What follows belongs to an exercise in optimizing a design on an open flow for small area, a short achievable clock period and few clock cycles per item; a production flow would make more cautious choices.
Only simulation tests tie the RTL to the original design; equivalence was not proved.
In runs 5 to 9 the design's own scripts or RTL, not TritonCTS, make the clock network.
No driver is modelled on the clock port, so clock power and skew are understated where the tree is cut down; a real chip needs a root buffer or a tree.
No activity file was given, so power comes from the tool's default toggle rates.

==> flow/flow/run.sh <==
#!/bin/bash
# Standard ORFS layout with these changes:
#  - synthesis maps the logic with the ABC script in flow/abc_area.script
#    (same synthesis script otherwise, so registers keep their names and types);
#  - port buffers are sky130_fd_sc_hd__buf_1 instead of the default delay buffer;
#  - extra make settings: 
set -euo pipefail
rm -rf myscripts
cp -r "$FLOW_HOME/scripts" myscripts
cp flow/abc_area.script myscripts/abc_area.script
bash standard.sh synth ABC_AREA=1 SCRIPTS_DIR="$PWD/myscripts" > synth.log 2>&1
bash standard.sh finish  "BUFFER_PORTS_ARGS=-buffer_cell sky130_fd_sc_hd__buf_1" > layout.log 2>&1
==> flow/flow/abc_area.script <==
strash
dch
map -D 1400
topo
buffer -p
upsize -D 1400
dnsize -D 1400
==> flow/standard.sh <==
#!/bin/bash
# synth_recipe.tcl (not shown) runs the flow's synth.tcl, then flattens the netlist and writes it again
# the make line also repeats each setting of config.mk as NAME=value (left out here)
make -C /OpenROAD-flow-scripts/flow DESIGN_CONFIG=/design/flow/config.mk WORK_HOME=/design/flow/orfs CLKGATE_MAP_FILE= SYNTH_SCRIPT=/design/flow/synth_recipe.tcl "${@:-finish}"
==> flow/config.mk <==
export PLATFORM = sky130hd
export DESIGN_NAME = Log2
export DESIGN_NICKNAME = Log2
export VERILOG_FILES = /design/flow/design.v
export SDC_FILE = /design/flow/constraint.sdc
export NUM_CORES = 4
export LEC_CHECK = 0
export CAP_MARGIN = 20
export CORE_AREA = 2.5 2.5 61.5 61.5
export DIE_AREA = 0 0 64 64
export SLEW_MARGIN = 20
==> flow/constraint.sdc <==
create_clock -name core_clock -period 10.0 [get_ports {clk}]
set_input_delay 2.0000 -clock core_clock [delete_from_list [all_inputs] [get_ports {clk}]]
set_output_delay 2.0000 -clock core_clock [all_outputs]
set_load 0.01 [all_outputs]
==> flow/design.v <==
module Log2(
  input clk,
  input reset,
  input h,
  output reg flag,
  input [7:0] in,
  output reg [7:0] out
);
  reg busy;
  wire [7:0] lut;
  always @(posedge clk or posedge reset) begin
    if (reset) begin
      busy <= 1'b0;
      flag <= 1'b0;
    end else begin
      busy <= h;
      flag <= busy | (flag & ~h);
    end
  end
  always @(posedge clk) begin
    if (busy)
      out <= lut;
    else if (h | ~flag)
      out <= in;
  end
  log2_lut u_lut (.x(out), .y(lut));
endmodule
module log2_lut(input [7:0] x, output [7:0] y);
  wire new_n17, new_n18, new_n19, new_n20, new_n21, new_n22, new_n23,
    new_n24, new_n25, new_n26, new_n28, new_n29, new_n30, new_n31, new_n32,
    new_n33, new_n35, new_n36, new_n37, new_n38, new_n39, new_n40, new_n41,
    new_n42, new_n43, new_n44, new_n46, new_n47, new_n48, new_n49, new_n50,
    new_n51, new_n52, new_n53, new_n54, new_n55, new_n56, new_n57, new_n58,
    new_n59, new_n60, new_n61, new_n62, new_n63, new_n64, new_n65, new_n66,
    new_n67, new_n68, new_n69, new_n70, new_n71, new_n72, new_n73, new_n74,
    new_n75, new_n76, new_n77, new_n78, new_n79, new_n80, new_n81, new_n82,
    new_n83, new_n84, new_n85, new_n86, new_n87, new_n88, new_n89, new_n90,
    new_n91, new_n92, new_n93, new_n94, new_n95, new_n96, new_n97, new_n98,
    new_n99, new_n100, new_n101, new_n102, new_n103, new_n104, new_n105,
    new_n106, new_n107, new_n108, new_n109, new_n110, new_n111, new_n112,
    new_n113, new_n115, new_n116, new_n117, new_n118, new_n119, new_n120,
    new_n121, new_n122, new_n123, new_n125, new_n126, new_n127, new_n129,
    new_n130;
  assign new_n17 = x[0] & ~x[3];
  assign new_n18 = ~x[2] & ~new_n17;
  assign new_n19 = ~x[5] & ~new_n18;
  assign new_n20 = ~x[4] & ~new_n19;
  assign new_n21 = ~x[7] & ~new_n20;
  assign new_n22 = ~x[6] & ~new_n21;
  assign new_n23 = x[3] & ~x[6];
  assign new_n24 = ~x[7] & ~new_n23;
  assign new_n25 = ~x[6] & ~x[7];
  assign new_n26 = ~x[4] & ~x[5];
  assign y[7] = ~new_n25 | ~new_n26;
  assign new_n28 = x[1] & ~y[7];
  assign new_n29 = ~x[5] & ~new_n28;
  assign new_n30 = new_n24 & new_n29;
  assign new_n31 = ~new_n22 & ~new_n30;
  assign new_n32 = ~x[2] & ~x[3];
  assign new_n33 = new_n26 & ~new_n32;
  assign y[6] = ~new_n25 | new_n33;
  assign new_n35 = ~x[2] & ~y[6];
  assign new_n36 = ~x[0] & ~x[5];
  assign new_n37 = new_n25 & ~new_n36;
  assign new_n38 = ~x[4] & ~new_n37;
  assign new_n39 = ~new_n35 & ~new_n38;
  assign new_n40 = x[1] & ~x[2];
  assign new_n41 = ~x[3] & ~new_n40;
  assign new_n42 = ~x[4] & ~new_n41;
  assign new_n43 = ~x[5] & ~new_n42;
  assign new_n44 = ~x[6] & ~new_n43;
  assign y[5] = x[7] | new_n44;
  assign new_n46 = new_n39 & ~y[5];
  assign new_n47 = ~new_n24 & ~new_n29;
  assign new_n48 = ~new_n46 & ~new_n47;
  assign new_n49 = new_n31 & ~new_n48;
  assign new_n50 = ~x[0] & new_n25;
  assign new_n51 = ~x[2] & ~new_n25;
  assign new_n52 = y[7] & ~new_n51;
  assign new_n53 = ~new_n50 & new_n52;
  assign new_n54 = y[5] & new_n53;
  assign new_n55 = x[1] & x[6];
  assign new_n56 = ~y[5] & new_n55;
  assign new_n57 = ~new_n54 & ~new_n56;
  assign new_n58 = x[1] & x[7];
  assign new_n59 = x[0] & new_n58;
  assign new_n60 = new_n57 & ~new_n59;
  assign new_n61 = x[3] & ~new_n25;
  assign new_n62 = x[1] & new_n25;
  assign new_n63 = ~new_n26 & new_n62;
  assign new_n64 = ~new_n61 & ~new_n63;
  assign new_n65 = y[5] & ~new_n64;
  assign new_n66 = ~y[5] & new_n53;
  assign new_n67 = ~new_n65 & ~new_n66;
  assign new_n68 = x[0] & ~new_n25;
  assign new_n69 = ~new_n58 & ~new_n68;
  assign new_n70 = new_n67 & ~new_n69;
  assign new_n71 = ~new_n31 & new_n69;
  assign new_n72 = ~new_n70 & ~new_n71;
  assign new_n73 = new_n60 & new_n72;
  assign new_n74 = x[1] & ~new_n57;
  assign new_n75 = new_n70 & new_n74;
  assign new_n76 = ~y[5] & ~new_n64;
  assign new_n77 = new_n39 & y[5];
  assign new_n78 = ~new_n76 & ~new_n77;
  assign new_n79 = ~new_n75 & new_n78;
  assign new_n80 = ~new_n73 & new_n79;
  assign new_n81 = new_n49 & ~new_n80;
  assign new_n82 = ~new_n59 & ~new_n67;
  assign new_n83 = new_n57 & ~new_n82;
  assign new_n84 = ~new_n57 & ~new_n67;
  assign new_n85 = ~new_n78 & ~new_n84;
  assign new_n86 = ~new_n83 & new_n85;
  assign new_n87 = new_n81 & ~new_n86;
  assign new_n88 = ~x[1] & x[7];
  assign new_n89 = ~new_n86 & new_n88;
  assign new_n90 = ~new_n69 & ~new_n89;
  assign new_n91 = new_n57 & ~new_n90;
  assign new_n92 = ~new_n78 & ~new_n91;
  assign new_n93 = ~new_n70 & ~new_n82;
  assign new_n94 = ~new_n57 & ~new_n93;
  assign new_n95 = ~new_n31 & new_n48;
  assign new_n96 = ~new_n94 & new_n95;
  assign new_n97 = ~new_n92 & new_n96;
  assign new_n98 = new_n78 & ~new_n82;
  assign new_n99 = new_n48 & ~new_n98;
  assign new_n100 = ~new_n69 & new_n74;
  assign new_n101 = ~new_n99 & new_n100;
  assign new_n102 = ~new_n96 & ~new_n101;
  assign new_n103 = ~new_n91 & new_n102;
  assign new_n104 = ~new_n97 & ~new_n103;
  assign new_n105 = ~new_n17 & new_n31;
  assign new_n106 = new_n57 & new_n105;
  assign new_n107 = ~new_n78 & new_n106;
  assign new_n108 = ~new_n60 & ~new_n99;
  assign new_n109 = ~new_n31 & ~new_n108;
  assign new_n110 = ~new_n49 & ~new_n109;
  assign new_n111 = new_n80 & ~new_n110;
  assign new_n112 = ~new_n107 & ~new_n111;
  assign new_n113 = ~new_n104 & new_n112;
  assign y[0] = new_n87 | new_n113;
  assign new_n115 = ~new_n49 & new_n84;
  assign new_n116 = new_n104 & new_n115;
  assign new_n117 = ~new_n92 & new_n95;
  assign new_n118 = ~new_n81 & ~new_n117;
  assign new_n119 = new_n67 & ~new_n101;
  assign new_n120 = new_n118 & ~new_n119;
  assign new_n121 = ~new_n116 & new_n120;
  assign new_n122 = ~new_n115 & ~new_n119;
  assign new_n123 = ~new_n118 & ~new_n122;
  assign y[1] = ~new_n121 & ~new_n123;
  assign new_n125 = ~new_n115 & ~new_n120;
  assign new_n126 = ~new_n78 & ~new_n125;
  assign new_n127 = new_n78 & new_n125;
  assign y[2] = ~new_n126 & ~new_n127;
  assign new_n129 = ~new_n48 & new_n126;
  assign new_n130 = new_n48 & ~new_n126;
  assign y[3] = ~new_n129 & ~new_n130;
  assign y[4] = new_n31 | new_n129;
endmodule
==> impl_metrics.ini, run 1 <==
[clock_network]
cts_hold_buffers = 0
htree_levels = 1
cts_tree = built
clock_latency_ns = 0.26
cts.sinks = 10
cts-buffers-inserted = 3
clk_path_buf_depth = 2
clk_pin_slew_ns = 0.07
post_cts_resized = 0
cts_root_buf = clkbuf_4
post_cts_buffers = 0

[power_and_ir_drop]
powerDensity_nw_per_um2 = 193
ir_drop_mv = 0.0730
total_power_mw = 0.209
p_leak_nw = 0.458

[place]
routabilityCongestion = 0.797
post-place-ws_ns = 7.11
io_buffer_count = 19
hpwlAfterDp_um = 1750
place_area_um2 = 1050

[detailed_routing]
ant_nets = 0
firstDrtPassIters = 4
wl_per_cell_um = 10.7
drc = 0
routed_wirelength_um = 2120
vias = 956
drt_iter0_drc = 47
avgViaCountPerCell = 4.83

[synthesis]
syn_area_per_cell_um2 = 7.13
synth_common_cells = nand2_1 (26), inv_1 (17), a21oi_1 (15)
yosys_warnings = 1
yosysSeqAreaShare_pct = 31.3
ys_async_sr_fraction_pct = 20.0
synth_area_um2 = 927
synth_seq_cells = 10
synth-main-ff-cell = edfxtp_1
syn_inst = 130
yosysTopAreaCellShare_pct = 25.9
synth_area_leaders = edfxtp_1 (26%), nand2_1 (11%), a21oi_1 (8.1%)
synth_edf_count = 8
synth.distinct_cells = 29
syn_nets = 143
yosysMostFrequentCell = nand2_1
synth_top_area_cell = edfxtp_1

[grt]
antenna_found_initial = 0
grt_pass1_wl_um = 3730
overflow = 0
met1_usage_pct = 14.9
use_met2_pct = 18.8
grt_usage_pct = 11.2
use_met3_pct = 0.528
grt_max_degree = 11
busiest_layer = met2
grt_pass1_vias = 857

[floorplanning]
die_h_um = 64
die_area_um2 = 4100
core_area_um2 = 3340
core.rowCount = 21
die_w_um = 64
boundaryPins = 20
start_util_pct = 27.8

[worst_setup_path]
reg2reg_slack_ns = 7.07
arrival_ns = 1.00
cpPeakStageDelay_ns = 0.54
worst_path_max_delay_cell = edfxtp_1
startpoint_type = flip-flop
reg2reg_depth = 16
required_ns = 8.00
crit_buf_inv = 1
path_max_fanout = 7
endpoint_kind = primary output
r2r_end = out[3]
path_cells = buf_1
crit_family = flip-flops
timing.rr.start = out[7]
path_class = flip-flop to primary output

[worst_hold_path]
whs_path_depth = 2
min_from = flag
hold_path_class = flip-flop to flip-flop
hold-path-endpoint = flag

[timing]
finalWorstSetupSlack_ns = 7.00
worst_pin_slew_ns = 0.456
skew_ns = 0.00126
slew_headroom_pct = 69.6
period_share_pct = 30.0
setup_viol = 0
fmax_mhz = 334
tns_ns = 0
hold_ws_ns = 0.559
rsz0062_at_grt = false
final_hold_viol_count = 0
min_period_ns = 3.00
slew_viol_final = 0

[finish]
n_antenna_cell = 0
final_area_um2 = 1080
syn2layout_area_growth_pct = 17.0
layout-drive-gt1-share_pct = 12.5
layout.nets = 166

[job]
drv.max_cap_violation_count = 0

[run_status]
outcome = timing/DRC/antenna clean
## cells in the final DEF (no fill, tap or decap), drive strengths merged
cell type,synthesis,routed
nor3,2,2
o31ai,2,2
clkinv,1,1
a31oi,1,1
nand3,6,6
buf,1,19
a211oi,1,1
o22ai,5,5
o21a,2,2
o21ai,16,16
o211ai,1,1
edfxtp,8,8
nand2,26,26
nor2,15,15
o21bai,1,1
clkbuf,0,4
ha,2,2
a2bb2oi,1,1
a21oi,17,17
inv,20,20
dfrtp,2,2
## registers in the layout, indices dropped and copies added (netlist names)
signal and count:
busy 1, out 8, flag 1
## cell families after synthesis
group | count (synthesis) | synth area share, %
adder cells (fa/ha/maj) | 2 | 2.70
buffers and inverters | 22 | 9.31
flip-flops | 10 | 31.3
AND/OR/NAND/NOR | 49 | 23.1
AO/OA/AOI/OAI | 47 | 33.6
## how the worst max path moves through the flow
| stage | start | endpoint | cells after the start |
|---|---|---|---|
| floorplan | out[7] | out[3] | 16 |
| global placement | out[7] | out[4] | 16 |
| detailed placement | out[7] | out[4] | 16 |
| CTS | out[7] | out[7] | 1 |
| global route | out[7] | out[4] | 16 |
| finish | out[7] | out[7] | 1 |
## per-layer routing
metal	routed length (um)	vias up
li1	-	492
met2	976	34
met1	1020	426
met5	0	-
met3	100	4
met4	25	0
## report_power, final
group          switching (mW)  total, mW  internal (mW)  leakage (nW)
clock network          0.0145     0.0366         0.0221        0.0210
logic                  0.0687      0.108         0.0394         0.334
registers             0.00998     0.0644         0.0544         0.103
total                  0.0931      0.209          0.116         0.458
## per-stage QoR
| stage | std cells | utilization (%) |
|---|---|---|
| 3_3_place_gp | 194 | 31.4 |
| 3_5_place_dp | 194 | 31.4 |
| 4_1_cts | 198 | 32.5 |
| 5_1_grt | 198 | 32.5 |
| 6_report | 198 | 32.5 |
| 2_1_floorplan | 130 | - |
## cell type report
class | instances | area (um2)
fill | 375 | 2250
multi-input combinational | 98 | 551
sequential | 10 | 290
inverter | 21 | 78.8
timing repair buffer | 19 | 71.3
tap | 46 | 57.6
clock buffer | 4 | 36.3
Testbench counts, summed over its fixed seeds: cycles 8,192, conversions 4,096.
==> run 2: changes to the inputs <==
==> flow/flow/abc_area.script (replaced) <==
strash
dch
map -D 1600
topo
upsize -D 1600
dnsize -D 1600
==> run 2 against run 1 <==
Compared with the run above: largest power group unchanged; clock power is 1% lower; critical path depth is 15 higher; sequential cell count stayed put; synthesized cell count is 11% lower; register-to-register slack worse by 0.28 ns; sequential power is 1% higher; die area stayed put; highest routed layer unchanged; clock skew hardly changed.
==> impl_metrics.ini, run 2 <==
[place]
place_area_um2 = 980
hpwlAfterDp_um = 1660
io_buffer_count = 19
routabilityCongestion = 0.888

[clock_network]
clock_latency_ns = 0.26
cts_tree = built
cts.sinks = 10
post_cts_resized = 0
cts_root_buf = clkbuf_4
clk_pin_slew_ns = 0.06
clk_path_buf_depth = 2
post_cts_buffers = 0
cts-buffers-inserted = 3
htree_levels = 1
cts_hold_buffers = 0

[synthesis]
ys_async_sr_fraction_pct = 20.0
synth.distinct_cells = 27
synth_top_area_cell = edfxtp_1
syn_area_per_cell_um2 = 7.33
synth_area_leaders = edfxtp_1 (28%), nand2_1 (8.8%), nor2_1 (8.8%)
synth_edf_count = 8
syn_inst = 116
yosysSeqAreaShare_pct = 34.1
synth-main-ff-cell = edfxtp_1
yosysTopAreaCellShare_pct = 28.2
yosys_warnings = 1
synth_area_um2 = 851
syn_nets = 129
synth_seq_cells = 10
synth_common_cells = nand2_1 (20), nor2_1 (20), clkinv_1 (12)

[detailed_routing]
drc = 0
firstDrtPassIters = 4
routed_wirelength_um = 2010
avgViaCountPerCell = 4.74
drt_iter0_drc = 31
wl_per_cell_um = 10.9
ant_nets = 0
vias = 876

[worst_setup_path]
worst_path_max_delay_cell = edfxtp_1
required_ns = 9.99
startpoint_type = flip-flop
arrival_ns = 3.20
endpoint_kind = flip-flop
cpPeakStageDelay_ns = 0.55
path_cells = nor2_4 > o21ai_2 > o22ai_1 > nand2_1 > o21ai_1 > nand2_1 > o211ai_2 > a31oi_1 > o21ai_0 > a21oi_1 > o21ai_1 > o21ai_0 > ha_1 > ha_1 > nor2_1 > a21oi_1
path_max_fanout = 7
path_class = flip-flop to flip-flop

[floorplanning]
die_h_um = 64
start_util_pct = 25.5
die_w_um = 64
core_area_um2 = 3340
core.rowCount = 21
boundaryPins = 20
die_area_um2 = 4100

[power_and_ir_drop]
p_seq_share_pct = 32.8
clkPwrFrac_pct = 18.3
intPower_mw = 0.113
total_power_mw = 0.198
p_leak_nw = 0.362
ir_drop_mv = 0.0868
powerDensity_nw_per_um2 = 195
switching_share_pct = 43.1
switchingPower_mw = 0.0855
combPwrFrac_pct = 48.9

[timing]
slew_headroom_pct = 65.8
fmax_mhz = 311
rsz0062_at_grt = false
final_hold_viol_count = 0
worst_pin_slew_ns = 0.513
min_period_ns = 3.21
tns_ns = 0
setup_viol = 0
skew_ns = 0.00173
slew_viol_final = 0
period_share_pct = 32.1

[finish]
largest_reg_flops = 8
most-common-layout-cells = nand2_1 (20), nor2_1 (20), buf_1 (19)
largest_register = out
largestRegisters = out: 8 flops, busy: 1 flops, flag: 1 flops
final_area_um2 = 1020
layout.nets = 153
n_antenna_cell = 0
layout-drive-gt1-share_pct = 10.8
syn2layout_area_growth_pct = 19.4

[grt]
grt_pass1_wl_um = 3480
grt_max_degree = 12
grt_pass1_vias = 824
grt_usage_pct = 10.5
antenna_found_initial = 0
overflow = 0

[worst_hold_path]
hold_path_class = flip-flop to flip-flop

[job]
drv.max_cap_violation_count = 0

[run_status]
outcome = timing/DRC/antenna clean
## run 2: final timing paths
kind / startpoint / end / slack, ns / cells after the start
max in group asynchronous: reset / busy / 8.37 / 2
worst min-delay path: flag / flag / 0.54 / 2
worst max-delay path: out[7] / out[4] / 6.79 / 16
worst max register to register: out[7] / out[4] / 6.79 / 16
min in group asynchronous: reset / flag / 1.54 / 2
worst min register to register: flag / flag / 0.54 / 2
## run 2: final cells by class
| cell class | instances | area [um2] |
|---|---|---|
| clock buffer | 4 | 36.3 |
| tap | 46 | 57.6 |
| sequential | 10 | 290 |
| timing repair buffer | 19 | 71.3 |
| fill | 376 | 2320 |
| multi-input combinational | 91 | 504 |
| inverter | 15 | 56.3 |
## run 2: logic make-up (layout without fill, tap and decap cells)
| kind of cell | Yosys count | count (layout) | synth area share [%] |
|---|---|---|---|
| and+or+nand+nor | 46 | 46 | 22.6 |
| AOI/OAI and AO/OA | 42 | 42 | 31.0 |
| buffers and inverters | 15 | 38 | 6.62 |
| DFF | 10 | 10 | 34.1 |
| adders and majority gates | 2 | 2 | 2.94 |
| muxes | 1 | 1 | 2.65 |
## run 2: routing by layer
layer	vias to the layer above	GRT usage, %	wire length (um)
met3	2	1.94	96
met1	388	12.6	922
met4	0	3.53	19
li1	450	-	-
met5	-	0	0
met2	36	18.8	976
## run 2: power by group through the flow
stage / Combinational (mW) / Clock, mW / Sequential [mW]
floorplan: 0.0711 / 0 / 0.0668
global placement: 0.0972 / 0 / 0.0665
detailed placement: 0.0958 / 0 / 0.0661
CTS: 0.0965 / 0.0369 / 0.0653
global route: 0.109 / 0.0385 / 0.0665
finish: 0.0971 / 0.0362 / 0.0651
## run 2: metrics by stage
stage	hold WS [ns]	instances	utilization, %	worst slack (ns)
6_report	0.544	185	30.4	6.79
5_1_grt	0.593	185	30.4	6.52
4_1_cts	0.550	185	30.4	6.80
2_1_floorplan	0.561	116	-	7.15
3_5_place_dp	0.541	181	29.4	6.82
3_3_place_gp	0.528	181	29.4	6.83
## run 2: critical path, delay by kind of cell (launching register included)
kind / cells / cell delay [ns]
AO/OA/AOI/OAI: 10 / 1.44
adder cells (fa/ha/maj): 2 / 0.36
flip-flops: 1 / 0.55
AND/OR/NAND/NOR: 4 / 0.58
==> run 3: changes to the inputs <==
--- a/flow/flow/run.sh
+++ b/flow/flow/run.sh
@@ -11,2 +11,2 @@
 bash standard.sh synth ABC_AREA=1 SCRIPTS_DIR="$PWD/myscripts" > synth.log 2>&1
-bash standard.sh finish  "BUFFER_PORTS_ARGS=-buffer_cell sky130_fd_sc_hd__buf_1" > layout.log 2>&1
+bash standard.sh finish "CTS_ARGS=-sink_clustering_enable -sink_clustering_size 20 -sink_clustering_max_diameter 200 -dont_use_dummy_load -repair_clock_nets"  "BUFFER_PORTS_ARGS=-buffer_cell sky130_fd_sc_hd__buf_1" > layout.log 2>&1
==> flow/flow/abc_area.script (replaced) <==
strash
dch
map -D 1400
topo
buffer -p
upsize -D 1400
dnsize -D 1400
==> run 3 against run 2 <==
Compared with the run above: sequential cell count unchanged; hold slack better by 0.015 ns; combinational power rose by 11%; sequential power shrank 0.9%; non-clock buffer count stayed put; cell count is 6.5% higher; utilization grew 1.6 points; via count rose by 8.8%; first-iteration DRC count rose by 13%; synthesized cell count grew 12%; count of clock-buffer cells in the layout fell by 1; critical path type is now flip-flop to primary output; largest cell class unchanged.
==> impl_metrics.ini, run 3 <==
[run_status]
outcome = timing/DRC/antenna clean

[worst_setup_path]
required_ns = 8.00
worst_path_max_delay_cell = edfxtp_1
crit_buf_inv = 1
r2r_end = out[3]
crit_family = flip-flops
path_class = flip-flop to primary output
cpPeakStageDelay_ns = 0.54
path_max_fanout = 7
arrival_ns = 1.00
path_cells = buf_1
crit_cells = 1
timing.rr.start = out[7]
reg2reg_slack_ns = 7.07
endpoint_kind = primary output
startpoint_type = flip-flop
reg2reg_depth = 16

[timing]
fmax_mhz = 333
setup_viol = 0
slew_viol_final = 0
worst_pin_slew_ns = 0.455
period_share_pct = 30.0
tns_ns = 0
skew_ns = 0.0118
min_period_ns = 3.00
finalWorstSetupSlack_ns = 7.00
slew_headroom_pct = 69.6
rsz0062_at_grt = false
final_hold_viol_count = 0

[synthesis]
yosysTopAreaCellShare_pct = 25.9
ys_async_sr_fraction_pct = 20.0
yosysSeqAreaShare_pct = 31.3
synth.distinct_cells = 29
syn_area_per_cell_um2 = 7.13
synth_edf_count = 8
synth_area_leaders = edfxtp_1 (26%), nand2_1 (11%), a21oi_1 (8.1%)
synth_area_um2 = 927
yosys_warnings = 1
syn_nets = 143
synth-main-ff-cell = edfxtp_1
synth_common_cells = nand2_1 (26), inv_1 (17), a21oi_1 (15)
yosysMostFrequentCell = nand2_1
syn_inst = 130
synth_seq_cells = 10
synth_top_area_cell = edfxtp_1

[grt]
antenna_found_initial = 0
grt_max_degree = 11
grt_pass1_wl_um = 3710
grt_pass1_vias = 855
grt_usage_pct = 11.2
overflow = 0

[worst_hold_path]
min_from = flag
whs_path_depth = 2
hold_path_class = flip-flop to flip-flop
hold-path-endpoint = flag

[detailed_routing]
firstDrtPassIters = 4
ant_nets = 0
routed_wirelength_um = 2120
drt_iter0_drc = 35
drc = 0
vias = 953
avgViaCountPerCell = 4.84
wl_per_cell_um = 10.7

[finish]
largestRegisters = out: 8 flops, busy: 1 flops, flag: 1 flops
n_antenna_cell = 0
largest_register = out
layout-drive-gt1-share_pct = 11.9
fillCellCount = 376
syn2layout_area_growth_pct = 15.5
layout.nets = 166
most-common-layout-cells = nand2_1 (26), buf_1 (19), inv_1 (17)
largest_reg_flops = 8
final_common_cell = nand2_1

[clock_network]
cts_tree = built
cts_hold_buffers = 0
clock_latency_ns = 0.27
cts-buffers-inserted = 3
htree_levels = 1
clk_pin_slew_ns = 0.07
post_cts_buffers = 0
clk_path_buf_depth = 2
cts.sinks = 10
post_cts_resized = 0
cts_root_buf = clkbuf_4

[place]
io_buffer_count = 19
routabilityCongestion = 0.797
hpwlAfterDp_um = 1750
post-place-ws_ns = 7.11

[floorplanning]
boundaryPins = 20
die_h_um = 64
die_area_um2 = 4100
die_w_um = 64
start_util_pct = 27.8
core_area_um2 = 3340
core.rowCount = 21

[power_and_ir_drop]
p_leak_nw = 0.451
powerDensity_nw_per_um2 = 186
ir_drop_mv = 0.0724

[job]
drv.max_cap_violation_count = 0
==> run 3: changes by cell type in the layout (fill, tap and decap cells not counted), sizes merged, moves of 2 or more <==
cell,previous run,this run
a21oi,11,17
and2,2,0
clkinv,12,1
inv,3,20
nand2,20,26
nand3,1,6
nor2,21,15
nor3,0,2
o21ai,21,16
o22ai,2,5
==> run 3: per-stage QoR <==
stage / instances / instance area [um2] / hold WS, ns / util (%) / total power, mW
3_3_place_gp: 194 / 1050 / 0.543 / 31.4 / 0.175
2_1_floorplan: 130 / 927 / 0.571 / - / 0.148
4_1_cts: 197 / 1070 / 0.565 / 32.1 / 0.200
5_1_grt: 197 / 1070 / 0.627 / 32.1 / 0.219
3_5_place_dp: 194 / 1050 / 0.559 / 31.4 / 0.173
6_report: 197 / 1070 / 0.559 / 32.1 / 0.200
==> run 3: where the power goes <==
part           switching [mW]  internal, mW
registers              0.0101        0.0545
logic                  0.0686        0.0394
clock network          0.0132        0.0139
total                  0.0919         0.108
==> run 3: how the worst max path moves through the flow <==
stage	endpoint	slack, ns	from
5_1_grt	out[3]	6.78	out[7]
2_1_floorplan	out[3]	7.36	out[7]
3_5_place_dp	out[4]	7.11	out[7]
3_3_place_gp	out[4]	7.11	out[7]
6_report	out[7]	7.00	out[7]
4_1_cts	out[7]	6.99	out[7]
==> run 3: final cells by class <==
cell class	instances	area [um2]	area share [%]
well taps	46	57.6	5.37
flip-flops and latches	10	290	27.1
repair buffers	19	71.3	6.66
inverters	21	78.8	7.36
multi-input cells	98	551	51.4
clock buffers	3	22.5	2.10
==> run 3: metal layers <==
metal / track usage (%) / vias to the layer above / part of all wire, %
met3: 0.528 / 4 / 5.3
li1: - / 492 / -
met5: 0 / - / 0
met1: 14.9 / 425 / 47
met4: 4.89 / 0 / 1.2
met2: 18.6 / 32 / 46
==> run 3: logic make-up (layout without fill, tap and decap cells) <==
group	count (synthesis)	after routing	share of synthesized area [%]
buf+inv	22	43	9.31
compound gates	47	47	33.6
flops	10	10	31.3
fa+ha+maj	2	2	2.70
simple gates	49	49	23.1
==> run 4: changes to the inputs <==
--- a/flow/flow/run.sh
+++ b/flow/flow/run.sh
@@ -10,3 +10,3 @@
 cp flow/abc_area.script myscripts/abc_area.script
-bash standard.sh synth ABC_AREA=1 SCRIPTS_DIR="$PWD/myscripts" > synth.log 2>&1
+bash standard.sh synth ABC_AREA=1 ABC_LOAD_IN_FF=12 SCRIPTS_DIR="$PWD/myscripts" > synth.log 2>&1
 bash standard.sh finish "CTS_ARGS=-sink_clustering_enable -sink_clustering_size 20 -sink_clustering_max_diameter 200 -dont_use_dummy_load -repair_clock_nets"  "BUFFER_PORTS_ARGS=-buffer_cell sky130_fd_sc_hd__buf_1" > layout.log 2>&1
==> run 4 against run 3 <==
Compared with the run above: still clean; hold slack worse by 0.0015 ns; total power is 0.94% higher; sequential share of layout area is 0.34 points lower; synthesized cell count stayed put; critical endpoint is now out[3]; largest cell class unchanged; largest power group unchanged.
==> impl_metrics.ini, run 4 <==
[detailed_routing]
drc = 0
avgViaCountPerCell = 4.76
vias = 937
ant_nets = 0
drt_iter0_drc = 34
routed_wirelength_um = 2210
wl_per_cell_um = 11.2
firstDrtPassIters = 4

[place]
routabilityCongestion = 0.796
place_area_um2 = 1060
hpwlAfterDp_um = 1810
io_buffer_count = 19

[synthesis]
yosysTopAreaCellShare_pct = 25.6
yosys_warnings = 1
ys_async_sr_fraction_pct = 20.0
syn_area_per_cell_um2 = 7.22
synth_area_leaders = edfxtp_1 (26%), nand2_1 (10%), a21oi_1 (7.5%)
synth_seq_cells = 10
yosysMostFrequentCell = nand2_1
syn_inst = 130
synth_top_area_cell = edfxtp_1
synth-main-ff-cell = edfxtp_1
synth_area_um2 = 938
synth_edf_count = 8
yosysSeqAreaShare_pct = 30.9
synth.distinct_cells = 29
synth_common_cells = nand2_1 (26), inv_1 (17), a21oi_1 (14), nor2_1 (14), o21ai_0 (9)
syn_nets = 143

[finish]
layout-drive-gt1-share_pct = 12.6
layout.nets = 166
post-route-util_pct = 32.5
n_antenna_cell = 0
final_area_um2 = 1080
fillCellCount = 381
most-common-layout-cells = nand2_1 (26), buf_1 (19), inv_1 (17)
largestRegisters = out: 8 flops, busy: 1 flops, flag: 1 flops
largest_reg_flops = 8
largest_register = out
final_common_cell = nand2_1
syn2layout_area_growth_pct = 15.6

[grt]
overflow = 0
antenna_found_initial = 0
grt_pass1_wl_um = 3810
grt_max_degree = 11
grt_pass1_vias = 901
grt_usage_pct = 11.5

[floorplanning]
core_area_um2 = 3340
die_area_um2 = 4100
start_util_pct = 28.1
die_w_um = 64
core.rowCount = 21
boundaryPins = 20
die_h_um = 64

[timing]
final_hold_viol_count = 0
rsz0062_at_grt = false
period_share_pct = 30.4
skew_ns = 0.0113
slew_viol_final = 0
min_period_ns = 3.04
tns_ns = 0
slew_headroom_pct = 70.3
setup_viol = 0
worst_pin_slew_ns = 0.445
fmax_mhz = 329

[worst_setup_path]
path_class = flip-flop to flip-flop
startpoint_type = flip-flop
endpoint_kind = flip-flop
path_max_fanout = 7
reg2reg_depth = 16
arrival_ns = 3.04
required_ns = 10.01

[power_and_ir_drop]
powerDensity_nw_per_um2 = 186
p_leak_nw = 0.455
total_power_mw = 0.201
ir_drop_mv = 0.0947

[worst_hold_path]
whs_path_depth = 2
hold_path_class = flip-flop to flip-flop

[clock_network]
cts_root_buf = clkbuf_4
post_cts_buffers = 0
cts.sinks = 10
clk_pin_slew_ns = 0.07
cts_hold_buffers = 0
post_cts_resized = 0
clock_latency_ns = 0.26
htree_levels = 1
cts_tree = built
cts-buffers-inserted = 3
clk_path_buf_depth = 2

[job]
drv.max_cap_violation_count = 0

[run_status]
outcome = timing/DRC/antenna clean
[run 4: layout make-up]
type	instances	area [um2]	area share [%]
repair buffers	19	71.3	6.57
clock buffers	3	22.5	2.08
multi-input cells	98	564	52.0
inverters	21	78.8	7.27
well taps	46	57.6	5.31
flip-flops and latches	10	290	26.8
[run 4: final timing paths]
kind | from | end | slack, ns
max | out[7] | out[3] | 6.96
min | flag | flag | 0.56
max reg2reg | out[7] | out[3] | 6.96
min reg2reg | flag | flag | 0.56
max in group asynchronous | reset | busy | 8.33
min in group asynchronous | reset | flag | 1.55
[run 4: report_power, final]
group          switching (mW)  total [mW]  internal [mW]
sequential            0.00981      0.0642         0.0544
combinational          0.0704       0.111         0.0406
clock                  0.0125      0.0263         0.0138
total                  0.0926       0.201          0.109
[run 4: stage by stage]
step	setup WS [ns]	cells	hold WS, ns
detailed placement	6.99	194	0.555
finish	6.96	197	0.557
floorplan	7.30	130	0.571
global placement	6.95	194	0.535
global route	6.73	197	0.618
CTS	6.96	197	0.563
[run 4: kinds of logic after synthesis]
group / Yosys count / share of synthesized area, %
adders and majority gates: 2 / 2.67
DFF: 10 / 30.9
and+or+nand+nor: 49 / 22.0
AOI/OAI and AO/OA: 47 / 35.5
buffers and inverters: 22 / 8.93
[run 4: worst max-delay path: stages (launching register included)]
cell and delay (ns):
edfxtp_1 0.54, nor2_4 0.26, o21ai_2 0.12, o22ai_2 0.15, inv_2 0.08, o21bai_4 0.20, nand3_1 0.19, nand3_2 0.15
a21oi_2 0.06, o21ai_2 0.18, nand2_1 0.07, nand3_1 0.09, o21ai_0 0.10, ha_1 0.19, ha_1 0.27, nand2_1 0.07
nand2_1 0.05
[run 4: per-layer routing]
layer	part of all wire, %	GRT usage, %
met5	0	0
met4	0.36	3.53
met3	4.6	2.64
met2	46	17.7
met1	49	15.8
==> run 5: changes to the inputs <==
==> flow/flow/run.sh (replaced) <==
#!/bin/bash
# Standard ORFS layout with these changes:
#  - synthesis maps the logic with the ABC script in flow/abc_area.script
#    (same synthesis script otherwise, so registers keep their names and types);
#  - port buffers are sky130_fd_sc_hd__buf_1 instead of the default delay buffer;
#  - the clock tree is a single clkbuf_4 between the clock port and the ten
#    registers (all registers get the same clock arrival), instead of an H-tree.
set -euo pipefail
rm -rf myscripts
cp -r "$FLOW_HOME/scripts" myscripts
cp flow/abc_area.script myscripts/abc_area.script
python3 - <<'PY'
p = 'myscripts/cts.tcl'
s = open(p).read()
old = 'log_cmd clock_tree_synthesis {*}$cts_args'
assert old in s
new = '''set clk_loads {}
foreach pin [get_pins -of_objects [get_nets clk] -filter "direction == input"] { lappend clk_loads $pin }
log_cmd insert_buffer -buffer_cell sky130_fd_sc_hd__clkbuf_4 -net [get_nets clk] -buffer_name clkbuf_root -net_name clk_root
set_propagated_clock [all_clocks]'''
open(p, 'w').write(s.replace(old, new))
PY
bash standard.sh synth ABC_AREA=1 SCRIPTS_DIR="$PWD/myscripts" > synth.log 2>&1
bash standard.sh finish SCRIPTS_DIR="$PWD/myscripts" "BUFFER_PORTS_ARGS=-buffer_cell sky130_fd_sc_hd__buf_1" > layout.log 2>&1
==> run 5 against run 4 <==
Compared with the run above: cell count is 1.0% lower; first-iteration DRC count stayed put; sequential cell count stayed put; cell area is 2.7% lower; worst setup slack better by 0.11 ns; via count is 0.85% lower; synthesized area is 1.2% lower; hold slack better by 0.0063 ns; register-to-register slack better by 0.11 ns; largest power group unchanged.
==> impl_metrics.ini, run 5 <==
[clock_network]
post_cts_buffers = 0
cts_hold_buffers = 0
post_cts_resized = 0
clock_latency_ns = 0.17
clk_pin_slew_ns = 0.11

[power_and_ir_drop]
ir_drop_mv = 0.138
powerDensity_nw_per_um2 = 178
p_leak_nw = 0.442

[place]
routabilityCongestion = 0.797
io_buffer_count = 19
place_area_um2 = 1050
hpwlAfterDp_um = 1750

[grt]
grt_pass1_wl_um = 3660
grt_max_degree = 11
grt_usage_pct = 10.5
antenna_found_initial = 0
overflow = 0
grt_pass1_vias = 821

[synthesis]
syn_nets = 143
synth_top_area_cell = edfxtp_1
synth_seq_cells = 10
ys_async_sr_fraction_pct = 20.0
yosysTopAreaCellShare_pct = 25.9
yosys_warnings = 1
synth_edf_count = 8
synth_common_cells = nand2_1 (26), inv_1 (17), a21oi_1 (15)
yosysMostFrequentCell = nand2_1
synth-main-ff-cell = edfxtp_1
syn_area_per_cell_um2 = 7.13
synth_area_um2 = 927
synth.distinct_cells = 29
yosysSeqAreaShare_pct = 31.3
synth_area_leaders = edfxtp_1 (26%), nand2_1 (11%), a21oi_1 (8.1%)
syn_inst = 130

[detailed_routing]
avgViaCountPerCell = 4.76
ant_nets = 0
wl_met3_um = 85
drt_iter0_drc = 34
routed_wirelength_um = 2070
wl_met1_um = 1020
drc = 0
vias = 929
firstDrtPassIters = 4
routed.top_layer = met3
wl_per_cell_um = 10.6
met2WireLength_um = 962

[worst_setup_path]
worst_path_max_delay_cell = edfxtp_1
cpPeakStageDelay_ns = 0.55
reg2reg_depth = 16
crit_cells = 16
cpMostUsedCell = nand2_1
crit_family = simple AND/OR/NAND/NOR gates
path_cells = nor2_4 > o21ai_2 > o22ai_2 > inv_2 > o21bai_4 > nand3_2 > nand3_2 > a21oi_2 > o21ai_2 > nand2_1 > nand3_1 > o21ai_0 > ha_1 > ha_1 > nand2_1 > nand2_1
crit_buf_inv = 1
path_class = flip-flop to flip-flop
path_max_fanout = 7
arrival_ns = 2.86
required_ns = 9.94
startpoint_type = flip-flop
endpoint_kind = flip-flop

[finish]
final_area_um2 = 1060
most-common-layout-cells = nand2_1 (26), buf_1 (19), inv_1 (17)
layout.nets = 164
largestRegisters = out: 8 flops, busy: 1 flops, flag: 1 flops
n_antenna_cell = 0
final_common_cell = nand2_1
largest_register = out
largest_reg_flops = 8
syn2layout_area_growth_pct = 13.9
layout-drive-gt1-share_pct = 10.7

[timing]
fmax_mhz = 342
min_period_ns = 2.92
setup_viol = 0
period_share_pct = 29.2
skew_ns = 0.000937
slew_headroom_pct = 69.3
rsz0062_at_grt = false
final_hold_viol_count = 0
worst_pin_slew_ns = 0.460
slew_viol_final = 0
tns_ns = 0

[floorplanning]
core_area_um2 = 3340
die_w_um = 64
die_h_um = 64
die_area_um2 = 4100
start_util_pct = 27.8
boundaryPins = 20
core.rowCount = 21

[job]
drv.max_cap_violation_count = 0

[worst_hold_path]
hold_path_class = flip-flop to flip-flop
whs_path_depth = 2

[run_status]
outcome = timing/DRC/antenna clean
-- run 5: metal layers --
| layer | vias up | global-route usage (%) |
|---|---|---|
| li1 | 487 | - |
| met1 | 417 | 15.0 |
| met2 | 25 | 18.8 |
| met3 | 0 | 0 |
| met4 | 0 | 0 |
| met5 | - | 0 |
-- run 5: cell families after synthesis --
group,count (synthesis),share of synthesized area (%)
AOI/OAI and AO/OA,47,33.6
buffers and inverters,22,9.31
and+or+nand+nor,49,23.1
adders and majority gates,2,2.70
DFF,10,31.3
-- run 5: through the flow --
stage,total power [mW],instances,hold WS [ns],util (%),setup slack (ns)
2_1_floorplan,0.148,130,0.571,-,7.36
3_3_place_gp,0.175,194,0.543,31.4,7.11
3_5_place_dp,0.173,194,0.559,31.4,7.11
4_1_cts,0.188,195,0.571,31.6,7.08
5_1_grt,0.206,195,0.633,31.6,6.79
6_report,0.188,195,0.564,31.6,7.08
-- run 5: layout make-up, without the clock buffers --
| type | count | area [um2] |
|---|---|---|
| inverter | 21 | 78.8 |
| fill | 373 | 2280 |
| multi-input combinational | 98 | 551 |
| sequential | 10 | 290 |
| timing repair buffer | 19 | 71.3 |
| tap | 46 | 57.6 |
-- run 5: final timing paths --
path                         from  endpoint  slack (ns)
max                        out[7]    out[3]        7.08
min                          flag      flag        0.56
max reg2reg                out[7]    out[3]        7.08
min reg2reg                  flag      flag        0.56
max in group asynchronous   reset      busy        8.27
min in group asynchronous   reset      flag        1.63
-- run 5: worst min-delay path, cell delays in order, from the launching register on --
cell and delay [ns]:
dfrtp_1 0.40, inv_1 0.07, o21ai_0 0.07
-- run 5: power by group --
group,switching [mW],total [mW],internal [mW]
clock network,0.0106,0.0154,0.00481
logic,0.0685,0.108,0.0394
registers,0.0100,0.0644,0.0543
==> run 6: changes to the inputs <==
--- a/flow/flow/run.sh
+++ b/flow/flow/run.sh
@@ -16,5 +16,17 @@
 assert old in s
-new = '''set clk_loads {}
-foreach pin [get_pins -of_objects [get_nets clk] -filter "direction == input"] { lappend clk_loads $pin }
-log_cmd insert_buffer -buffer_cell sky130_fd_sc_hd__clkbuf_4 -net [get_nets clk] -buffer_name clkbuf_root -net_name clk_root
+new = '''# place the one clock buffer at the centre of the registers it drives
+set clk_net [[ord::get_db_block] findNet clk]
+set sx 0
+set sy 0
+set sn 0
+foreach iterm [$clk_net getITerms] {
+  lassign [[$iterm getInst] getLocation] ix iy
+  set sx [expr {$sx + $ix}]
+  set sy [expr {$sy + $iy}]
+  incr sn
+}
+set cx [ord::dbu_to_microns [expr {$sx / $sn}]]
+set cy [ord::dbu_to_microns [expr {$sy / $sn}]]
+puts "clock buffer at $cx $cy for $sn registers"
+log_cmd insert_buffer -buffer_cell sky130_fd_sc_hd__clkbuf_4 -net [get_nets clk] -location [list $cx $cy] -buffer_name clkbuf_root -net_name clk_root
 set_propagated_clock [all_clocks]'''
==> run 6 against run 5 <==
Compared with the run above: still clean; critical path depth unchanged; cell area unchanged; global-route usage up 0.074 points; total power about the same; cell count unchanged; critical path type unchanged; largest cell class unchanged.
==> impl_metrics.ini, run 6 <==
[synthesis]
yosys_warnings = 1
syn_inst = 130
synth.distinct_cells = 29
yosysMostFrequentCell = nand2_1
synth_edf_count = 8
syn_nets = 143
synth_seq_cells = 10
synth_area_um2 = 927
synth_common_cells = nand2_1 (26), inv_1 (17), a21oi_1 (15)
yosysTopAreaCellShare_pct = 25.9
yosysSeqAreaShare_pct = 31.3
synth-main-ff-cell = edfxtp_1
synth_top_area_cell = edfxtp_1
syn_area_per_cell_um2 = 7.13
ys_async_sr_fraction_pct = 20.0
synth_area_leaders = edfxtp_1 (26%), nand2_1 (11%), a21oi_1 (8.1%)

[worst_setup_path]
path_cells = nor2_4 > o21ai_2 > o22ai_2 > inv_2 > o21bai_4 > nand3_2 > nand3_2 > a21oi_2 > o21ai_2 > nand2_1 > nand3_1 > o21ai_0 > ha_1 > ha_1 > nand2_1 > nand2_1
required_ns = 9.93
startpoint_type = flip-flop
reg2reg_depth = 16
cpMostUsedCell = nand2_1
timing.rr.start = out[7]
reg2reg_slack_ns = 7.08
arrival_ns = 2.86
r2r_end = out[3]
cpPeakStageDelay_ns = 0.55
endpoint_kind = flip-flop
path_class = flip-flop to flip-flop
worst_path_max_delay_cell = edfxtp_1
path_max_fanout = 7

[grt]
grt_max_degree = 11
grt_usage_pct = 10.5
grt_pass1_vias = 833
antenna_found_initial = 0
overflow = 0
grt_pass1_wl_um = 3680

[timing]
period_share_pct = 29.2
min_period_ns = 2.92
rsz0062_at_grt = false
setup_viol = 0
slew_headroom_pct = 70.2
tns_ns = 0
skew_ns = 0.000807
worst_pin_slew_ns = 0.448
fmax_mhz = 342
slew_viol_final = 0
final_hold_viol_count = 0

[finish]
largest_reg_flops = 8
syn2layout_area_growth_pct = 13.9
largestRegisters = out: 8 flops, busy: 1 flops, flag: 1 flops
layout.nets = 164
n_antenna_cell = 0
fillCellCount = 373
regArea_um2 = 290
largest_register = out
most-common-layout-cells = nand2_1 (26), buf_1 (19), inv_1 (17)
final_area_um2 = 1060
multi_input_area_um2 = 551
final_common_cell = nand2_1
layout-drive-gt1-share_pct = 10.7

[floorplanning]
die_w_um = 64
core_area_um2 = 3340
die_area_um2 = 4100
start_util_pct = 27.8
die_h_um = 64
boundaryPins = 20
core.rowCount = 21

[clock_network]
clock_latency_ns = 0.16
cts_hold_buffers = 0
post_cts_resized = 0
clk_pin_slew_ns = 0.10
post_cts_buffers = 0

[place]
hpwlAfterDp_um = 1750
routabilityCongestion = 0.797
io_buffer_count = 19
place_area_um2 = 1050

[detailed_routing]
vias = 941
firstDrtPassIters = 4
drt_iter0_drc = 40
drc = 0
avgViaCountPerCell = 4.83
routed_wirelength_um = 2070
wl_per_cell_um = 10.6
ant_nets = 0

[worst_hold_path]
hold_path_class = flip-flop to flip-flop
whs_path_depth = 2
min_from = flag
hold-path-endpoint = flag

[power_and_ir_drop]
ir_drop_mv = 0.0941
p_leak_nw = 0.442
powerDensity_nw_per_um2 = 178

[run_status]
outcome = timing/DRC/antenna clean

[job]
drv.max_cap_violation_count = 0
==> run 6: cell counts after synthesis <==
No cell type changed its count.
==> run 6: worst max path at each step <==
stage / from / to / slack, ns / cells after the start
6_report: out[7] / out[3] / 7.08 / 16
5_1_grt: out[7] / out[4] / 6.79 / 16
4_1_cts: out[7] / out[7] / 7.08 / 1
3_5_place_dp: out[7] / out[4] / 7.11 / 16
3_3_place_gp: out[7] / out[4] / 7.11 / 16
2_1_floorplan: out[7] / out[3] / 7.36 / 16
==> run 6: stage by stage <==
step	setup WS [ns]	instances	utilization, %	hold WS, ns	power, mW
floorplan	7.36	130	-	0.571	0.148
global placement	7.11	194	31.4	0.543	0.175
detailed placement	7.11	194	31.4	0.559	0.173
CTS	7.08	195	31.6	0.571	0.188
global route	6.79	195	31.6	0.633	0.206
finish	7.08	195	31.6	0.563	0.187
==> run 6: metal layers <==
layer / vias to the layer above / routed length (um) / global-route usage, %
li1: 486 / - / -
met1: 429 / 1030 / 15.0
met2: 24 / 949 / 18.6
met3: 2 / 86 / 0.176
met4: 0 / 8 / 0.543
met5: - / 0 / 0
==> run 6: cell type report, without the clock buffers <==
type	count	area share, %
repair buffers	19	6.75
multi-input cells	98	52.1
inverters	21	7.46
well taps	46	5.45
flip-flops and latches	10	27.5
==> run 6: critical path: cells and delay by family, from the launching register on <==
kind | cells | cell delay [ns]
AO/OA/AOI/OAI | 6 | 0.80
adder cells (fa/ha/maj) | 2 | 0.46
buffers and inverters | 1 | 0.07
flip-flops | 1 | 0.55
AND/OR/NAND/NOR | 7 | 0.82
==> run 6: kinds of logic after synthesis <==
kind of cell | count (synthesis) | synth area share (%)
compound gates | 47 | 33.6
simple gates | 49 | 23.1
buf+inv | 22 | 9.31
flops | 10 | 31.3
fa+ha+maj | 2 | 2.70
==> run 6: report_power, final <==
group	switching (mW)	total, mW	internal, mW	leakage [nW]
Clock	0.0101	0.0150	0.00480	0.00460
Sequential	0.00999	0.0643	0.0544	0.103
Combinational	0.0688	0.108	0.0394	0.334
Total	0.0889	0.187	0.0986	0.442
==> run 7: changes to the inputs <==
--- a/flow/flow/run.sh
+++ b/flow/flow/run.sh
@@ -5,3 +5,3 @@
 #  - port buffers are sky130_fd_sc_hd__buf_1 instead of the default delay buffer;
-#  - the clock tree is a single clkbuf_4 between the clock port and the ten
+#  - the clock tree is a single clkbuf_8 between the clock port and the ten
 #    registers (all registers get the same clock arrival), instead of an H-tree.
@@ -30,3 +30,3 @@
 puts "clock buffer at $cx $cy for $sn registers"
-log_cmd insert_buffer -buffer_cell sky130_fd_sc_hd__clkbuf_4 -net [get_nets clk] -location [list $cx $cy] -buffer_name clkbuf_root -net_name clk_root
+log_cmd insert_buffer -buffer_cell sky130_fd_sc_hd__clkbuf_8 -net [get_nets clk] -location [list $cx $cy] -buffer_name clkbuf_root -net_name clk_root
 set_propagated_clock [all_clocks]'''
==> flow/flow/abc_area.script (replaced) <==
strash
dch
map -D 1300
topo
buffer -p
upsize -D 1300
dnsize -D 1300
==> run 7 against run 6 <==
Compared with the run above: sequential power grew 4.2%; first-iteration DRC count shrank 63%; highest routed layer unchanged; largest power group unchanged; cell area grew 9.2%; wire length grew 18%; via count grew 9.7%; total power grew 8.5%; worst setup slack gained 0.026 ns; synthesized area grew 9.4%; clock skew is essentially flat; synthesized cell count grew 7.7%; maximum frequency grew 0.88%; critical path type unchanged.
==> impl_metrics.ini, run 7 <==
[clock_network]
clock_latency_ns = 0.13
clk_pin_slew_ns = 0.07
post_cts_resized = 0
cts_hold_buffers = 0
post_cts_buffers = 0

[power_and_ir_drop]
combPwrFrac_pct = 57.6
ir_drop_mv = 0.0959
switchingPower_mw = 0.0960
switching_share_pct = 47.2
intPower_mw = 0.107
powerDensity_nw_per_um2 = 176
p_leak_nw = 0.490
clkPwrFrac_pct = 9.4
p_seq_share_pct = 32.9

[synthesis]
synth_edf_count = 8
synth_area_um2 = 1010
yosysMostFrequentCell = nand2_1
syn_inst = 140
yosysTopAreaCellShare_pct = 23.7
synth-main-ff-cell = edfxtp_1
yosys_warnings = 1
ys_async_sr_fraction_pct = 20.0
synth_area_leaders = edfxtp_1 (24%), nand2_1 (8.5%), a21oi_1 (7.4%)
yosysSeqAreaShare_pct = 28.6
syn_area_per_cell_um2 = 7.25
synth_common_cells = nand2_1 (23), nor2_1 (16), a21oi_1 (15), inv_1 (15), o21ai_0 (9)
synth.distinct_cells = 33
synth_seq_cells = 10
syn_nets = 153
synth_top_area_cell = edfxtp_1

[timing]
skew_ns = 0.000522
hold_ws_ns = 0.553
slew_viol_final = 0
period_share_pct = 29.0
worst_pin_slew_ns = 0.438
min_period_ns = 2.90
final_hold_viol_count = 0
setup_viol = 0
rsz0062_at_grt = false
fmax_mhz = 345
tns_ns = 0
slew_headroom_pct = 70.8

[finish]
largest_register = out
fillCellCount = 367
multi_input_area_um2 = 642
final_area_um2 = 1150
layout-drive-gt1-share_pct = 15.1
largestRegisters = out: 8 flops, busy: 1 flops, flag: 1 flops
largest_reg_flops = 8
layout.nets = 174
n_antenna_cell = 0
syn2layout_area_growth_pct = 13.7
regArea_um2 = 290
most-common-layout-cells = nand2_1 (23), buf_1 (19), nor2_1 (16)
final_common_cell = nand2_1

[grt]
grt_pass1_wl_um = 4270
grt_pass1_vias = 974
grt_max_degree = 11
antenna_found_initial = 0
overflow = 0
grt_usage_pct = 12.4

[place]
hpwlAfterDp_um = 2020
routabilityCongestion = 0.856
place_area_um2 = 1140
io_buffer_count = 19

[floorplanning]
start_util_pct = 30.4
core.rowCount = 21
die_h_um = 64
die_area_um2 = 4100
core_area_um2 = 3340
boundaryPins = 20
die_w_um = 64

[run_status]
outcome = timing/DRC/antenna clean

[job]
drv.max_cap_violation_count = 0

[detailed_routing]
ant_nets = 0
routed_wirelength_um = 2450
vias = 1032
avgViaCountPerCell = 5.03
firstDrtPassIters = 4
wl_per_cell_um = 12.0
drt_iter0_drc = 15
drc = 0

[worst_setup_path]
startpoint_type = flip-flop
path_max_fanout = 8
path_class = flip-flop to flip-flop
endpoint_kind = flip-flop
required_ns = 9.89
arrival_ns = 2.79

[worst_hold_path]
hold_path_class = flip-flop to flip-flop
run 7: final timing paths:
check / startpoint / to / slack [ns] / depth (start not counted)
max in group asynchronous: reset / flag / 8.21 / 2
setup reg to reg: out[7] / out[3] / 7.10 / 15
hold / removal: flag / flag / 0.55 / 2
setup / recovery: out[7] / out[3] / 7.10 / 15
hold reg to reg: flag / flag / 0.55 / 2
min in group asynchronous: reset / busy / 1.68 / 2
run 7: final cells by class, without the clock buffers:
type	count	area share, %
Multi-Input combinational cell	108	55.6
Sequential cell	10	25.2
Inverter	21	6.83
Timing Repair Buffer	19	6.18
Tap cell	46	4.99
run 7: kinds of logic (layout without fill, tap and decap cells):
group                      after synthesis  in the layout  share of synthesized area [%]
AOI/OAI and AO/OA                       54             54                           38.5
adders and majority gates                2              2                           2.47
buffers and inverters                   22             41                           8.14
DFF                                     10             10                           28.6
and+or+nand+nor                         52             52                           22.3
run 7: worst max-delay path: stages (launching register included):
cell      delay (ns)
edfxtp_1        0.54
nor2_2          0.28
o21ai_2         0.12
o22ai_1         0.16
o21bai_2        0.20
o211ai_2        0.17
nand2_1         0.09
o21ai_1         0.06
a21oi_1         0.20
o21bai_1        0.09
nand3_1         0.08
o21ai_0         0.09
ha_1            0.19
ha_1            0.26
nand2_1         0.07
nand2_1         0.05
run 7: power by group through the flow:
stage                     clock (mW)  combinational, mW  sequential [mW]
after floorplan                    0             0.0893           0.0671
after global placement             0              0.118           0.0678
after detailed placement           0              0.116           0.0678
after CTS                     0.0195              0.117           0.0668
after global routing          0.0212              0.133           0.0685
final                         0.0192              0.117           0.0670
run 7: routing by layer:
layer / part of all wire, % / GRT usage [%]
met4: 1.4 / 1.90
met3: 4.3 / 0.352
met1: 48 / 17.8
met2: 46 / 21.0
met5: 0 / 0
run 7: metrics by stage:
step / setup slack (ns) / power, mW / util [%] / std cells
after floorplan: 7.36 / 0.156 / - / 140
after global placement: 7.08 / 0.186 / 34.2 / 204
after detailed placement: 7.13 / 0.184 / 34.2 / 204
after CTS: 7.12 / 0.203 / 34.6 / 205
after global routing: 6.82 / 0.223 / 34.6 / 205
final: 7.10 / 0.203 / 34.6 / 205
==> run 8: changes to the inputs <==
==> flow/flow/abc_area.script (replaced) <==
strash
dch
map -D 1500
topo
buffer -p
upsize -D 1500
dnsize -D 1500
==> run 8 against run 7 <==
Compared with the run above: worst setup slack got worse by 0.20 ns; register-to-register slack got worse by 0.20 ns; sequential share of layout area rose by 3.7 points; synthesized area fell by 15%; combinational power fell by 18%; clock skew barely moved; utilization fell by 4.5 points; die area did not move; first-iteration DRC count rose by 110%; clock power fell by 4%; largest cell class unchanged; largest power group unchanged; highest routed layer is now met3.
==> impl_metrics.ini, run 8 <==
[synthesis]
yosysTopAreaCellShare_pct = 27.7
synth_top_area_cell = edfxtp_1
syn_inst = 119
synth_seq_cells = 10
synth_area_um2 = 866
synth_area_leaders = edfxtp_1 (28%), nand2_1 (9.5%), inv_1 (6.9%)
synth_common_cells = nand2_1 (22), inv_1 (16), nor2_1 (15)
syn_area_per_cell_um2 = 7.28
yosysSeqAreaShare_pct = 33.5
yosysMostFrequentCell = nand2_1
syn_nets = 132
synth-main-ff-cell = edfxtp_1
synth_edf_count = 8
synth.distinct_cells = 27
yosys_warnings = 1
ys_async_sr_fraction_pct = 20.0

[power_and_ir_drop]
combPwrFrac_pct = 53.3
switchingPower_mw = 0.0818
clkPwrFrac_pct = 10.2
powerDensity_nw_per_um2 = 180
ir_drop_mv = 0.104
p_leak_nw = 0.414
p_seq_share_pct = 36.5
switching_share_pct = 45.3
intPower_mw = 0.0989
total_power_mw = 0.181

[timing]
tns_ns = 0
final_hold_viol_count = 0
skew_ns = 0.000979
setup_viol = 0
period_share_pct = 30.9
min_period_ns = 3.09
worst_pin_slew_ns = 0.390
fmax_mhz = 323
slew_headroom_pct = 73.9
rsz0062_at_grt = false
slew_viol_final = 0

[floorplanning]
die_h_um = 64
core.rowCount = 21
boundaryPins = 20
start_util_pct = 25.9
die_area_um2 = 4100
die_w_um = 64
core_area_um2 = 3340

[clock_network]
cts_hold_buffers = 0
clk_pin_slew_ns = 0.06
post_cts_buffers = 0
post_cts_resized = 0
clock_latency_ns = 0.13

[finish]
fillCellCount = 391
n_antenna_cell = 0
largest_register = out
most-common-layout-cells = nand2_1 (22), buf_1 (19), inv_1 (16)
layout.nets = 153
largest_reg_flops = 8
final_common_cell = nand2_1
syn2layout_area_growth_pct = 16.0
layout-drive-gt1-share_pct = 8.70
largestRegisters = out: 8 flops, busy: 1 flops, flag: 1 flops

[detailed_routing]
drc = 0
vias = 874
avgViaCountPerCell = 4.75
wl_per_cell_um = 11.5
ant_nets = 0
firstDrtPassIters = 4
drt_iter0_drc = 32
routed_wirelength_um = 2110

[worst_setup_path]
path_cells = inv_1 > a21oi_1 > o21ai_1 > nand2_1 > nand2_2 > nand2_1 > o21ai_1 > nand2_1 > o211ai_2 > a31oi_1 > o21ai_1 > a21oi_1 > nand2_1 > o21ai_0 > ha_1 > ha_1 > nand2_1 > nand2_1
cpPeakStageDelay_ns = 0.46
required_ns = 9.89
crit_family = compound AO/OA/AOI/OAI gates
worst_path_max_delay_cell = edfxtp_1
crit_buf_inv = 1
endpoint_kind = flip-flop
startpoint_type = flip-flop
path_class = flip-flop to flip-flop
arrival_ns = 2.98
path_max_fanout = 5
cpMostUsedCell = nand2_1

[run_status]
outcome = timing/DRC/antenna clean

[grt]
antenna_found_initial = 0
grt_pass1_wl_um = 3830
grt_pass1_vias = 816
grt_max_degree = 12
grt_usage_pct = 10.9
overflow = 0

[job]
drv.max_cap_violation_count = 0

[worst_hold_path]
hold_path_class = flip-flop to flip-flop

[place]
hpwlAfterDp_um = 1760
io_buffer_count = 19
routabilityCongestion = 0.862
==> run 8: cell types whose count changed in the layout (fill, tap and decap cells not counted), sizes merged, moves of 3 or more <==
cell    before  now
a21oi       17   11
inv         21   16
nand3        8    2
o21ai       15   21
o21bai       6    1
o22ai        6    3
==> run 8: layout make-up, without the clock buffers <==
cell class / instances / area (um2) / share of cell area, %
inverter: 16 / 60.1 / 5.98
multi-input combinational: 92 / 512 / 50.9
sequential: 10 / 290 / 28.9
tap: 46 / 57.6 / 5.73
timing repair buffer: 19 / 71.3 / 7.10
==> run 8: kinds of logic (layout without fill, tap and decap cells) <==
family,Yosys count,after routing,share of synthesized area [%]
flip-flops,10,10,33.5
AO/OA/AOI/OAI,45,45,33.8
buffers and inverters,17,36,7.37
adder cells (fa/ha/maj),2,2,2.89
AND/OR/NAND/NOR,45,45,22.4
==> run 8: power groups by stage <==
stage	Clock [mW]	Combinational (mW)	Sequential [mW]
global placement	0	0.0963	0.0667
global route	0.0210	0.111	0.0671
finish	0.0184	0.0964	0.0659
floorplan	0	0.0708	0.0663
detailed placement	0	0.0951	0.0666
CTS	0.0192	0.0956	0.0657
==> run 8: per-layer routing <==
metal	track usage (%)	wire length, um
met1	16.0	1010
met5	0	0
met3	0.176	81
met4	0	0
met2	19.0	1020
==> run 8: through the flow <==
| step | util [%] | instance area (um2) | hold slack [ns] | instances | worst slack (ns) |
|---|---|---|---|---|---|
| after floorplan | - | 866 | 0.571 | 119 | 7.28 |
| after global placement | 29.7 | 991 | 0.537 | 183 | 6.94 |
| after detailed placement | 29.7 | 991 | 0.549 | 183 | 6.98 |
| after CTS | 30.1 | 1000 | 0.554 | 184 | 6.96 |
| after global routing | 30.1 | 1000 | 0.614 | 184 | 6.63 |
| final | 30.1 | 1000 | 0.554 | 184 | 6.91 |
==> run 8: final timing paths <==
kind | start | endpoint | slack [ns] | cells past startpoint
min in group asynchronous | reset | busy | 1.68 | 2
max in group asynchronous | reset | flag | 8.21 | 2
max reg2reg | out[2] | out[3] | 6.91 | 18
min | flag | flag | 0.55 | 2
min reg2reg | flag | flag | 0.55 | 2
max | out[2] | out[3] | 6.91 | 18
==> run 8: worst register-to-register path, cell delays in order (launching register included) <==
cell,delay [ns]
edfxtp_1,0.46
inv_1,0.15
a21oi_1,0.08
o21ai_1,0.20
nand2_1,0.12
nand2_2,0.10
nand2_1,0.07
o21ai_1,0.23
nand2_1,0.17
o211ai_2,0.11
a31oi_1,0.13
o21ai_1,0.19
a21oi_1,0.11
nand2_1,0.08
o21ai_0,0.09
ha_1,0.19
ha_1,0.27
nand2_1,0.07
nand2_1,0.05
==> run 9: changes to the inputs <==
==> flow/flow/abc_area.script (replaced) <==
strash
dch
map -D 1400
topo
buffer -p
upsize -D 1400
dnsize -D 1400
==> run 9 against run 8 <==
Compared with the run above: still clean on timing, DRC and antenna; sequential share of layout area decreased by 1.6 points; sequential cell count is the same; combinational power is 12% higher; register-to-register slack better by 0.17 ns; hold slack improved by 0.0041 ns; largest power group unchanged; synthesized area grew 7.1%; clock skew about the same; wire length decreased by 0.85%; critical path type unchanged; first-iteration DRC count is 16% higher; highest routed layer is now met4; maximum frequency grew 5.9%; cell area increased by 5.7%.
==> impl_metrics.ini, run 9 <==
[worst_hold_path]
min_from = flag
whs_path_depth = 2
hold-path-endpoint = flag
hold_path_class = flip-flop to flip-flop

[grt]
grt_usage_pct = 10.6
grt_max_degree = 11
overflow = 0
grt_pass1_wl_um = 3690
antenna_found_initial = 0
grt_pass1_vias = 837

[timing]
period_share_pct = 29.2
slew_viol_final = 0
rsz0062_at_grt = false
skew_ns = 0.000691
fmax_mhz = 342
setup_viol = 0
tns_ns = 0
min_period_ns = 2.92
slew_headroom_pct = 69.1
hold_ws_ns = 0.558
final_hold_viol_count = 0
worst_pin_slew_ns = 0.463
finalWorstSetupSlack_ns = 7.08

[detailed_routing]
routed_wirelength_um = 2090
vias = 942
ant_nets = 0
met2WireLength_um = 956
drc = 0
firstDrtPassIters = 4
drt_iter0_drc = 37
wl_per_cell_um = 10.7
avgViaCountPerCell = 4.83
wl_met1_um = 1030
wl_met3_um = 98
routed.top_layer = met4

[floorplanning]
start_util_pct = 27.8
die_w_um = 64
die_h_um = 64
boundaryPins = 20
die_area_um2 = 4100
core_area_um2 = 3340
core.rowCount = 21

[finish]
n_antenna_cell = 0
largest_reg_flops = 8
largest_register = out
layout-drive-gt1-share_pct = 10.7
most-common-layout-cells = nand2_1 (26), buf_1 (19), inv_1 (17)
syn2layout_area_growth_pct = 14.6
layout.nets = 164
final-instance-count-excl-fill = 195
final_common_cell = nand2_1
largestRegisters = out: 8 flops, busy: 1 flops, flag: 1 flops

[clock_network]
clock_latency_ns = 0.13
clk_pin_slew_ns = 0.07
post_cts_resized = 0
cts_hold_buffers = 0
post_cts_buffers = 0

[place]
routabilityCongestion = 0.797
io_buffer_count = 19
hpwlAfterDp_um = 1750
post-place-ws_ns = 7.11
placed_cells = 194

[synthesis]
synth_area_um2 = 927
syn_nets = 143
synth-main-ff-cell = edfxtp_1
syn_inst = 130
yosysMostFrequentCell = nand2_1
synth_edf_count = 8
synth_seq_cells = 10
yosysTopAreaCellShare_pct = 25.9
syn_area_per_cell_um2 = 7.13
synth_area_leaders = edfxtp_1 (26%), nand2_1 (11%), a21oi_1 (8.1%)
yosys_warnings = 1
synth_common_cells = nand2_1 (26), inv_1 (17), a21oi_1 (15)
ys_async_sr_fraction_pct = 20.0
synth_top_area_cell = edfxtp_1
synth.distinct_cells = 29
yosysSeqAreaShare_pct = 31.3

[power_and_ir_drop]
powerDensity_nw_per_um2 = 181
switching_share_pct = 46.4
total_power_mw = 0.192
switchingPower_mw = 0.0891
ir_drop_mv = 0.105
clkPwrFrac_pct = 10.2
p_seq_share_pct = 33.6
intPower_mw = 0.103
combPwrFrac_pct = 56.3
p_leak_nw = 0.444

[worst_setup_path]
path_cells = nor2_4 > o21ai_2 > o22ai_2 > inv_2 > o21bai_4 > nand3_2 > nand3_2 > a21oi_2 > o21ai_2 > nand2_1 > nand3_1 > o21ai_0 > ha_1 > ha_1 > nand2_1 > nand2_1
cpMostUsedCell = nand2_1
reg2reg_depth = 16
worst_path_max_delay_cell = edfxtp_1
arrival_ns = 2.82
path_class = flip-flop to flip-flop
endpoint_kind = flip-flop
r2r_end = out[3]
required_ns = 9.89
reg2reg_slack_ns = 7.08
path_max_fanout = 7
timing.rr.start = out[7]
startpoint_type = flip-flop
cpPeakStageDelay_ns = 0.53

[job]
drv.max_cap_violation_count = 0

[run_status]
outcome = timing/DRC/antenna clean
==> run 9: power groups by stage <==
stage / Sequential [mW] / Clock [mW] / Combinational (mW)
final: 0.0644 / 0.0195 / 0.108
after CTS: 0.0646 / 0.0201 / 0.108
after global routing: 0.0659 / 0.0216 / 0.123
after global placement: 0.0659 / 0 / 0.109
after floorplan: 0.0658 / 0 / 0.0825
after detailed placement: 0.0655 / 0 / 0.107
==> run 9: worst max path at each step <==
stage | end | from | depth (start not counted) | slack [ns]
2_1_floorplan | out[3] | out[7] | 16 | 7.36
6_report | out[3] | out[7] | 16 | 7.08
5_1_grt | out[4] | out[7] | 16 | 6.80
3_5_place_dp | out[4] | out[7] | 16 | 7.11
3_3_place_gp | out[4] | out[7] | 16 | 7.11
4_1_cts | out[4] | out[7] | 16 | 7.09
==> run 9: final cells by class, without the clock buffers <==
class / count / area (um2)
Sequential cell: 10 / 290
Multi-Input combinational cell: 98 / 551
Tap cell: 46 / 57.6
Timing Repair Buffer: 19 / 71.3
Inverter: 21 / 78.8
Fill cell: 374 / 2270
==> run 9: kinds of logic after synthesis <==
kind of cell | count (synthesis) | share of synthesized area, %
buf+inv | 22 | 9.31
compound gates | 47 | 33.6
simple gates | 49 | 23.1
fa+ha+maj | 2 | 2.70
flops | 10 | 31.3
==> run 9: critical path: cells and delay by family, from the launching register on <==
kind | cells | cell delay (ns)
flip-flops | 1 | 0.53
AO/OA/AOI/OAI | 6 | 0.80
buffers and inverters | 1 | 0.07
AND/OR/NAND/NOR | 7 | 0.82
adder cells (fa/ha/maj) | 2 | 0.46
==> run 9: through the flow <==
step           utilization [%]  cell area [um2]
4_1_cts                   31.8             1060
2_1_floorplan                -              927
5_1_grt                   31.8             1060
3_5_place_dp              31.4             1050
3_3_place_gp              31.4             1050
6_report                  31.8             1060
==> run 9: routing by layer <==
metal	global-route usage [%]	vias up
met3	0.176	2
li1	-	487
met5	0	-
met2	18.8	27
met1	15.0	426
met4	0.543	0

[static timing again, ports no longer ideal]
No port has a modelled driver above. Below, the same layouts with a new extraction and two added sets of constraints.
Step 1 assumes that a clkbuf_16 drives the clock port and a buf_2 every other input.
Step 2 times the ports against the registers' clock, not the clock port: input delays grow and output delays shrink by t, the midpoint of the rising clock arrivals with the driver on.
Three values: ideal ports, drivers, drivers and shift; two values: the first two.
| run | shift t [ns] | slack for setup (ns) |
|---|---|---|
| run 1 | 0.281 | 7.004 / 6.988 / 7.075 |
| run 2 | 0.279 | 6.788 / 6.788 / 6.788 |
| run 3 | 0.278 | 7.001 / 6.984 / 7.065 |
| run 4 | 0.270 | 6.962 / 6.962 / 6.962 |
| run 5 | 0.178 | 7.076 / 7.074 / 7.076 |
| run 6 | 0.180 | 7.079 / 7.070 / 7.079 |
| run 7 | 0.149 | 7.105 / 7.089 / 7.105 |
| run 8 | 0.144 | 6.905 / 6.905 / 6.905 |
| run 9 | 0.152 | 7.078 / 7.078 / 7.078 |
After both steps setup and hold are still met in every run listed.
